This is an optimization exercise on Yosys and OpenROAD, whose aim is small area, a short achievable clock period and few clock cycles, not a production implementation. Function was checked by simulation only, so behaviour that the tests miss may differ from the original. The clock cells of this run come from the design's own scripts or RTL, not from TritonCTS. The flow treats the clock pin as an ideal source. Dropping or thinning the clock tree relies on that and would not hold on a real chip. Power figures rest on the tool's default switching activity, not on a simulated workload.

File: flow/design.v
module qr_decode(
    input clk,
    input srstn,
    input qr_decode_start,
    input sram_rdata,
    output [11:0] sram_raddr,
    output reg decode_valid,
    output reg [7:0] decode_jis8_code,
    output reg qr_decode_finish
  );
  reg [4:0] r, c;       
  reg R1, R2;           
  reg [2:0] m;          
  reg [2:0] b;          
  reg [4:0] nb;         
  reg hdr;              
  assign sram_raddr = {1'b0, r, 1'b0, c};
  wire fmt = ~c[4] & ~c[3];
  wire up = c[1];
  wire at_top = c[4] ? (~r[4] & ~r[2] & ~r[1]) : ~(r[4] | r[3] | r[2] | r[1] | r[0]);   
  wire at_bot = r[4] & r[3];                                                           
  wire turn = c[0] & (up ? at_top : at_bot);
  wire sk6 = ~r[4] & ~r[3] & r[2] & r[0] & ~(r[1] ^ up);                  
  wire al_up = c[4] & ~c[2] & up & r[4] & ~r[1] & r[0];                   
  wire al_dn = c[4] & ~c[2] & ~up & ~r[4] & r[2] & r[1] & r[0];           
  wire al = al_up | al_dn;
  wire x = sk6 | al;
  wire [3:0] d = r[3:0] ^ {4{up}};
  wire t1 = d[0], t2 = d[1] & d[0], t3 = d[2] & t2, t4 = d[3] & t3;      
  wire [4:0] rt = {t4 | al, t3 | al, t2 & ~x, t1 | x, ~x};                
  wire rowmove = ~fmt & c[0] & ~turn;
  wire [4:0] frow = {{3{fmt & c[2]}}, 1'b0, fmt & c[2]};                   
  wire [4:0] nr = r ^ (rowmove ? rt : frow);
  wire alc = ~c[4] & c[2] & c[1] & r[4] & ~r[3] & ~(r[2] & r[1]) & (r[2] | r[1] | r[0]);
  wire hold = c[0] & (turn | alc);
  wire [3:1] e = c[3:1] ^ {3{~c[0]}};
  wire [4:0] tc = {e[3] & e[2] & e[1], e[2] & e[1], e[1], 1'b1, 1'b1};   
  wire [4:0] tf = c[2] ? 5'b10011 : c[0] ? 5'b00111 : {4'b0, qr_decode_start};
  wire [4:0] tcol = fmt ? tf : hold ? {4'b0, ~alc} : tc;
  wire [4:0] nc = c ^ tcol;
  wire R0 = ~R1 & ~R2;
  wire rdn = up ^ sk6;
  wire nR1 = fmt ? 1'b0 : (rowmove & ~al) ? (rdn ? R2 : R0) : R1;
  wire nR2 = fmt ? 1'b0 : (rowmove & ~al) ? (rdn ? R0 : R1) : R2;
  wire C0 = (~c[0] & ~c[1] & c[3]) | (~c[0] & c[1] & ~c[2]) | (c[0] & c[1] & c[2] & ~c[4]) | (c[0] & ~c[1] & c[2] & ~c[3]);
  wire C1 = (c[0] & ~c[1] & c[3]) | (~c[0] & c[1] & c[2] & c[4]) | (c[0] & c[1] & ~c[2] & c[4]) | (~c[0] & ~c[1] & ~c[2] & ~c[3]);
  wire C2 = ~C0 & ~C1;
  wire C3o = (c[1] & c[2] & ~c[3]) | (~c[1] & ~c[2] & ~c[3]) | (c[0] & c[1] & c[3]) | (c[0] & ~c[1] & ~c[3]);   
  wire a = r[0] & c[0];
  wire s = r[0] ^ c[0];
  wire q0 = R0 | C0;
  wire q1 = (R1 & C1) | (R2 & C2);
  wire z3 = (R0 & C0) | (R1 & C2) | (R2 & C1);
  reg mk;
  always @* begin
    case (m ^ 3'b101)
      3'd0: mk = ~s;
      3'd1: mk = ~r[0];
      3'd2: mk = C0;
      3'd3: mk = z3;
      3'd4: mk = ~(r[1] ^ C3o);
      3'd5: mk = ~a & q0;
      3'd6: mk = ~(a ^ q1);
      default: mk = ~(s ^ q1);
    endcase
  end
  wire bit_in = sram_rdata ^ mk;
  wire last_bit = (b == 3'd7);
  always @(posedge clk) begin
    if (~srstn) begin
      r <= 5'd8;
      c <= 5'd2;
      hdr <= 1'b1;
      decode_valid <= 1'b0;
      qr_decode_finish <= 1'b0;
    end else begin
      r <= nr;
      c <= nc;
      if (~fmt && b == 3'd0) hdr <= 1'b0;    
      decode_valid <= ~hdr & last_bit;
      qr_decode_finish <= ~hdr & ((last_bit & (nb == 5'd1)) | (nb == 5'd0));
    end
    R1 <= nR1;
    R2 <= nR2;
    if (fmt) m <= {m[1:0], sram_rdata};
    b <= fmt ? 3'd3 : b + 3'd1;           
    if (hdr) nb <= decode_jis8_code[4:0];   
    else if (last_bit) nb <= nb - 5'd1;
    decode_jis8_code <= {decode_jis8_code[6:0], bit_in};
  end
endmodule
File: flow/flow/run.sh
#!/bin/bash
# ORFS layout of the design with these changes to how it is made (the
# constraints are unchanged):
#  - synthesis maps the logic with an area-oriented ABC script (deepsyn,
#    then amap) and without half/full-adder extraction; the registers are
#    mapped exactly as in the standard synthesis;
#  - ports are buffered with buf_2 instead of the slow delay buffer;
#  - the clock tree is two clkbuf_8 in parallel, one per half of the registers
#    (flow/two_buf_cts.tcl) in place of the two-level tree;
#  - registers that drive output ports hand their other loads to a buffer
#    (flow/iso_outputs.tcl, run after the clock buffers);
#  - timing repair aims for more setup slack than the clock period needs.
set -euo pipefail
rm -rf myscripts
cp -r "$FLOW_HOME/scripts" myscripts
printf 'strash\n&get -n\n&deepsyn -T 30\n&put\ndch -f\namap\ntopo\n' > myscripts/abc_speed.script
python3 - "$PWD/flow/two_buf_cts.tcl" <<'PY'
import sys
p = 'myscripts/cts.tcl'
s = open(p).read()
old = 'log_cmd clock_tree_synthesis {*}$cts_args'
assert old in s
s = s.replace(old, 'source ' + sys.argv[1])
open(p, 'w').write(s)
PY
export SCRIPTS_DIR="$PWD/myscripts"
export ADDER_MAP_FILE=
export BUFFER_PORTS_ARGS="-buffer_cell sky130_fd_sc_hd__buf_2"
export SETUP_SLACK_MARGIN=6.5
export SETUP_SLACK_MARGIN=6.35
bash standard.sh > standard.log 2>&1
File: flow/flow/iso_outputs.tcl
# Output ports: the register behind each output port buffer also drives
# logic; move that logic onto a buffer so the register drives the port
# buffer alone.
foreach bufinst [get_cells output*] {
  set inpin [get_pins -of_objects $bufinst -filter "direction == input"]
  set qnet [get_nets -of_objects $inpin]
  set loads {}
  foreach p [get_pins -of_objects $qnet -filter "direction == input"] {
    if {[get_property [get_cells -of_objects $p] full_name] ne [get_property $bufinst full_name]} { lappend loads $p }
  }
  if {[llength $loads] >= 3} {
    puts "iso: [get_property $qnet full_name] [llength $loads] loads"
    insert_buffer -buffer_cell sky130_fd_sc_hd__buf_1 -net [get_property $qnet full_name] -load_pins $loads
  }
}
File: flow/flow/two_buf_cts.tcl
# Clock tree of two buffers in parallel: the registers are split into a left
# and a right half, and a clkbuf_8 at each half's centroid drives its clock pins.
set block [ord::get_db_block]
set dbu [$block getDbUnitsPerMicron]
set pins {}
foreach pin [get_pins -of_objects [get_nets clk]] {
  if {[get_property $pin direction] ne "input"} { continue }
  set it [sta::sta_to_db_pin $pin]
  set bb [[$it getInst] getBBox]
  lappend pins [list [expr {([$bb xMin] + [$bb xMax]) / 2.0 / $dbu}] [expr {([$bb yMin] + [$bb yMax]) / 2.0 / $dbu}] $pin]
}
set pins [lsort -real -index 0 $pins]
set half [expr {[llength $pins] / 2}]
foreach {name group} [list left [lrange $pins 0 [expr {$half - 1}]] right [lrange $pins $half end]] {
  set sx 0.0; set sy 0.0; set loads {}
  foreach p $group { set sx [expr {$sx + [lindex $p 0]}]; set sy [expr {$sy + [lindex $p 1]}]; lappend loads [lindex $p 2] }
  set n [llength $group]
  puts "two_buf_cts: $name $n clock pins, buffer at [expr {$sx / $n}] [expr {$sy / $n}]"
  log_cmd insert_buffer -buffer_cell sky130_fd_sc_hd__clkbuf_8 -net clk -load_pins $loads \
    -location [list [expr {$sx / $n}] [expr {$sy / $n}]] -buffer_name clkbuf_$name -net_name clknet_$name
}
source [file join [file dirname [info script]] iso_outputs.tcl]
File: flow/standard.sh
#!/bin/bash
# synth_recipe.tcl (not shown) runs the flow's synth.tcl, then flattens the netlist and writes it again
# the make line also repeats each setting of config.mk as NAME=value (left out here)
make -C /OpenROAD-flow-scripts/flow DESIGN_CONFIG=/design/flow/config.mk WORK_HOME=/design/flow/orfs CLKGATE_MAP_FILE= SYNTH_SCRIPT=/design/flow/synth_recipe.tcl "${@:-finish}"
File: flow/config.mk
export PLATFORM = sky130hd
export DESIGN_NAME = qr_decode
export DESIGN_NICKNAME = qr_decode
export VERILOG_FILES = /design/flow/design.v
export SDC_FILE = /design/flow/constraint.sdc
export NUM_CORES = 4
export LEC_CHECK = 0
export CAP_MARGIN = 20
export CORE_MARGIN = 2
export CORE_UTILIZATION = 45
export SLEW_MARGIN = 20
File: flow/constraint.sdc
create_clock -name core_clock -period 9.0 [get_ports {clk}]
set_input_delay 1.8000 -clock core_clock [delete_from_list [all_inputs] [get_ports {clk}]]
set_output_delay 1.8000 -clock core_clock [all_outputs]
set_load 0.01 [all_outputs]
==> summary.txt <==
==> stage by stage <==
step                hold slack, ps  instance area, um^2
finish                         356                 1830
global route                   367                 1830
CTS                            345                 1800
detailed placement             345                 1720
global placement               332                 1720
floorplan                      372                 1570
==> cells by family after synthesis <==
kind of cell / share of synthesized area, %
flops: 48.6
buf+inv: 8.88
simple gates: 17.0
other cells: 0.240
compound gates: 25.2
==> layer usage <==
metal  part of all wire (%)  wire (um)  vias up
met1                     50       1720      670
met5                      0          0        -
met2                     45       1560       41
met3                    5.1        178        2
li1                       -          -      772
met4                   0.34         12        0
==> cell usage in the layout, fill, tap and decap left out, types with 4 or more instances in the layout <==
cell type  instances
o21ai_0           19
edfxtp_1           8
a21oi_1           14
dfxtp_1           26
a211oi_1           4
buf_1              7
clkinv_1          29
nor3_1             4
buf_2             24
o22ai_1            8
nand2_1           17
nor2_1            35
==> area by class of cell, clock buffers not listed <==
class	count	share of cell area, %
Tap cell	46	3.15
Timing Repair Buffer	36	9.79
Multi-Input combinational cell	132	37.3
Sequential cell	34	41.6
Inverter	31	6.64
==> repair_timing <==
action,4_1_cts,5_1_grt
setup endpoints to repair,7,7
gates resized for setup,5,7
pin swaps,0,1
setup buffers,0,3
==> state kept, by name (all words and copies together), names as in the netlist, 3 cells and up <==
register,cells
decode_jis8_code,8
nb,5
b,3
r,5
c,5
m,3
==> worst paths after layout <==
kind / startpoint / to
worst min register to register: decode_jis8_code[6] / decode_jis8_code[7]
worst max-delay path: decode_jis8_code[4] / decode_jis8_code[4]
worst min-delay path: decode_jis8_code[6] / decode_jis8_code[7]
worst max register to register: c[1] / r[4]
==> report_power, final <==
| part | total (mW) | leakage [nW] | switching [mW] | internal, mW |
|---|---|---|---|---|
| Sequential | 0.268 | 0.298 | 0.0404 | 0.227 |
| Clock | 0.0570 | 0.0144 | 0.0363 | 0.0206 |
| Combinational | 0.361 | 0.392 | 0.228 | 0.132 |
==> summary.txt <==
Worst Path Required: 7200 ps
die area: 3960 um^2
Crit path depth: 1
Syn Std Cell Area: 1560 um^2
grt met2 use: 28.2%
Critical Path Max Stage Delay: 390 ps
CP startpoint kind: flop
Setup CP Type: reg2out
area of the multi-input gates: 682 um^2
fillers: 347
Synth Flop Type: dfxtp_1
final design utilization: 54.8%
share of layout cells above drive strength 1: 15.3%
drt first pass iters: 4
Pleak: 0.704 nW
synth unique cells: 25
Die Height: 63.0 um
die width: 63.0 um
cts hold-fix bufs: 0
critical path's slowest cell: dfxtp_1
worst-margin pin slew: 670 ps
initial antenna violation count: 0
hold path depth: 0
GR peak layer: met2
synthesized flop and latch total: 34
RSZ-0062 raised after global routing: no
Final ANT Viol Nets: 0
Final Hold Fails: 0
Ys Warns: 1
routed length per placed instance: 12.4 um
Final Instance Count excl. Fillers: 281
met3 Resource Use GR: 1.80%
final setup TNS: 0 ps
CP Cell Sequence: buf_2
Buf+Inv Stages, Crit Path: 1
DR iter-0 viols: 89
WP data arrival: 700 ps
nets@finish: 241
largest net degree at the start of global routing: 18
worst vdd ir: 169 uV
starting density of the core: 46.9%
FF-to-FF path depth: 11
Skew-Pair Late Insertion Delay: 160 ps
Yosys top cell by area: dfxtp_1
Seq/Total Area, Yosys: 48.6%
vias in the first global route: 1,273
Syn Inst Count: 199
cell count after placement: 266
post-synth top area share: 33.3%
Worst setup EP type: primary output
top cells by area, synth: dfxtp_1 33%, edfxtp_1 15%, nor2_1 8.6%, clkinv_1 7.4%, o21ai_0 7.0%
Worst Skew: 3.50 ps
MaxCap Viol Count: 0
max_slew headroom: 55.2%
fraction of registers with async set/reset: 0%
global-route congestion overflow total: 0
Mean Syn Cell Area: 7.86 um^2
Hold/Removal Path Class: reg2reg
routed wire length: 3480 um
vias: 1,485
Port Buffers: 23
clock period minus final worst setup slack: 2500 ps
total track usage: 17.6%
Power, Total: 686 uW
f_max: 401 MHz
Area Overhead vs Synth: 16.9%
pre-CTS setup slack: 6160 ps
first-pass GRT wire length: 5790 um
Top delay family on crit path: flip-flops
Final WS setup: 6500 ps
PD cells: 375 nW/um^2
Setup Viol. Count Final: 0
final worst path period share: 27.7%
num ports: 26
core area: 3340 um^2
Final GP Congestion: 0.800
status: complete, no violations
Diodes inserted: 0
Final Slew Violations: 0
synth cell count leaders: 36 x nor2_1, 31 x clkinv_1, 26 x dfxtp_1
Register Area: 761 um^2
EDFF count, synth: 8
Reg2Reg Setup Slack: 6560 ps
CTS clk-pin slew, worst paths: 100 ps
cell with the most instances after synthesis: nor2_1
Via density: 5.28
row count: 21
post-detail-place hpwl: 2620 um
CP Max Fanout: 3
DRC: 0
met1 Use GR: 26.8%
Testbench counts, summed over its fixed seeds: cycles 15,800.

[what the ideal ports hide]
Ports are ideal in the flow. The routed layout listed here was re-timed in OpenROAD.
Step 1 (the two cells are an assumption about what drives the block):
set clk [get_ports {clk}]
set_driving_cell -lib_cell sky130_fd_sc_hd__clkbuf_16 $clk
set_driving_cell -lib_cell sky130_fd_sc_hd__buf_2 [delete_from_list [all_inputs] $clk]
Step 2 moves the port delays by t, midway between the first and last clock arrival at a register: inputs arrive t later, outputs are due t later. That takes back most of the time a late clock gives input paths.
Slacks: ideal / step 1 / step 2; pairs: ideal / step 1.
t (ns): 0.187
setup slack, ns: 6.503 / 6.471 / 6.383
pins driven straight from the clock port: 2
After both steps setup and hold are still met in this run. For this run, drivers alone change the setup slack by -0.032 ns; drivers and shift together by -0.120 ns.
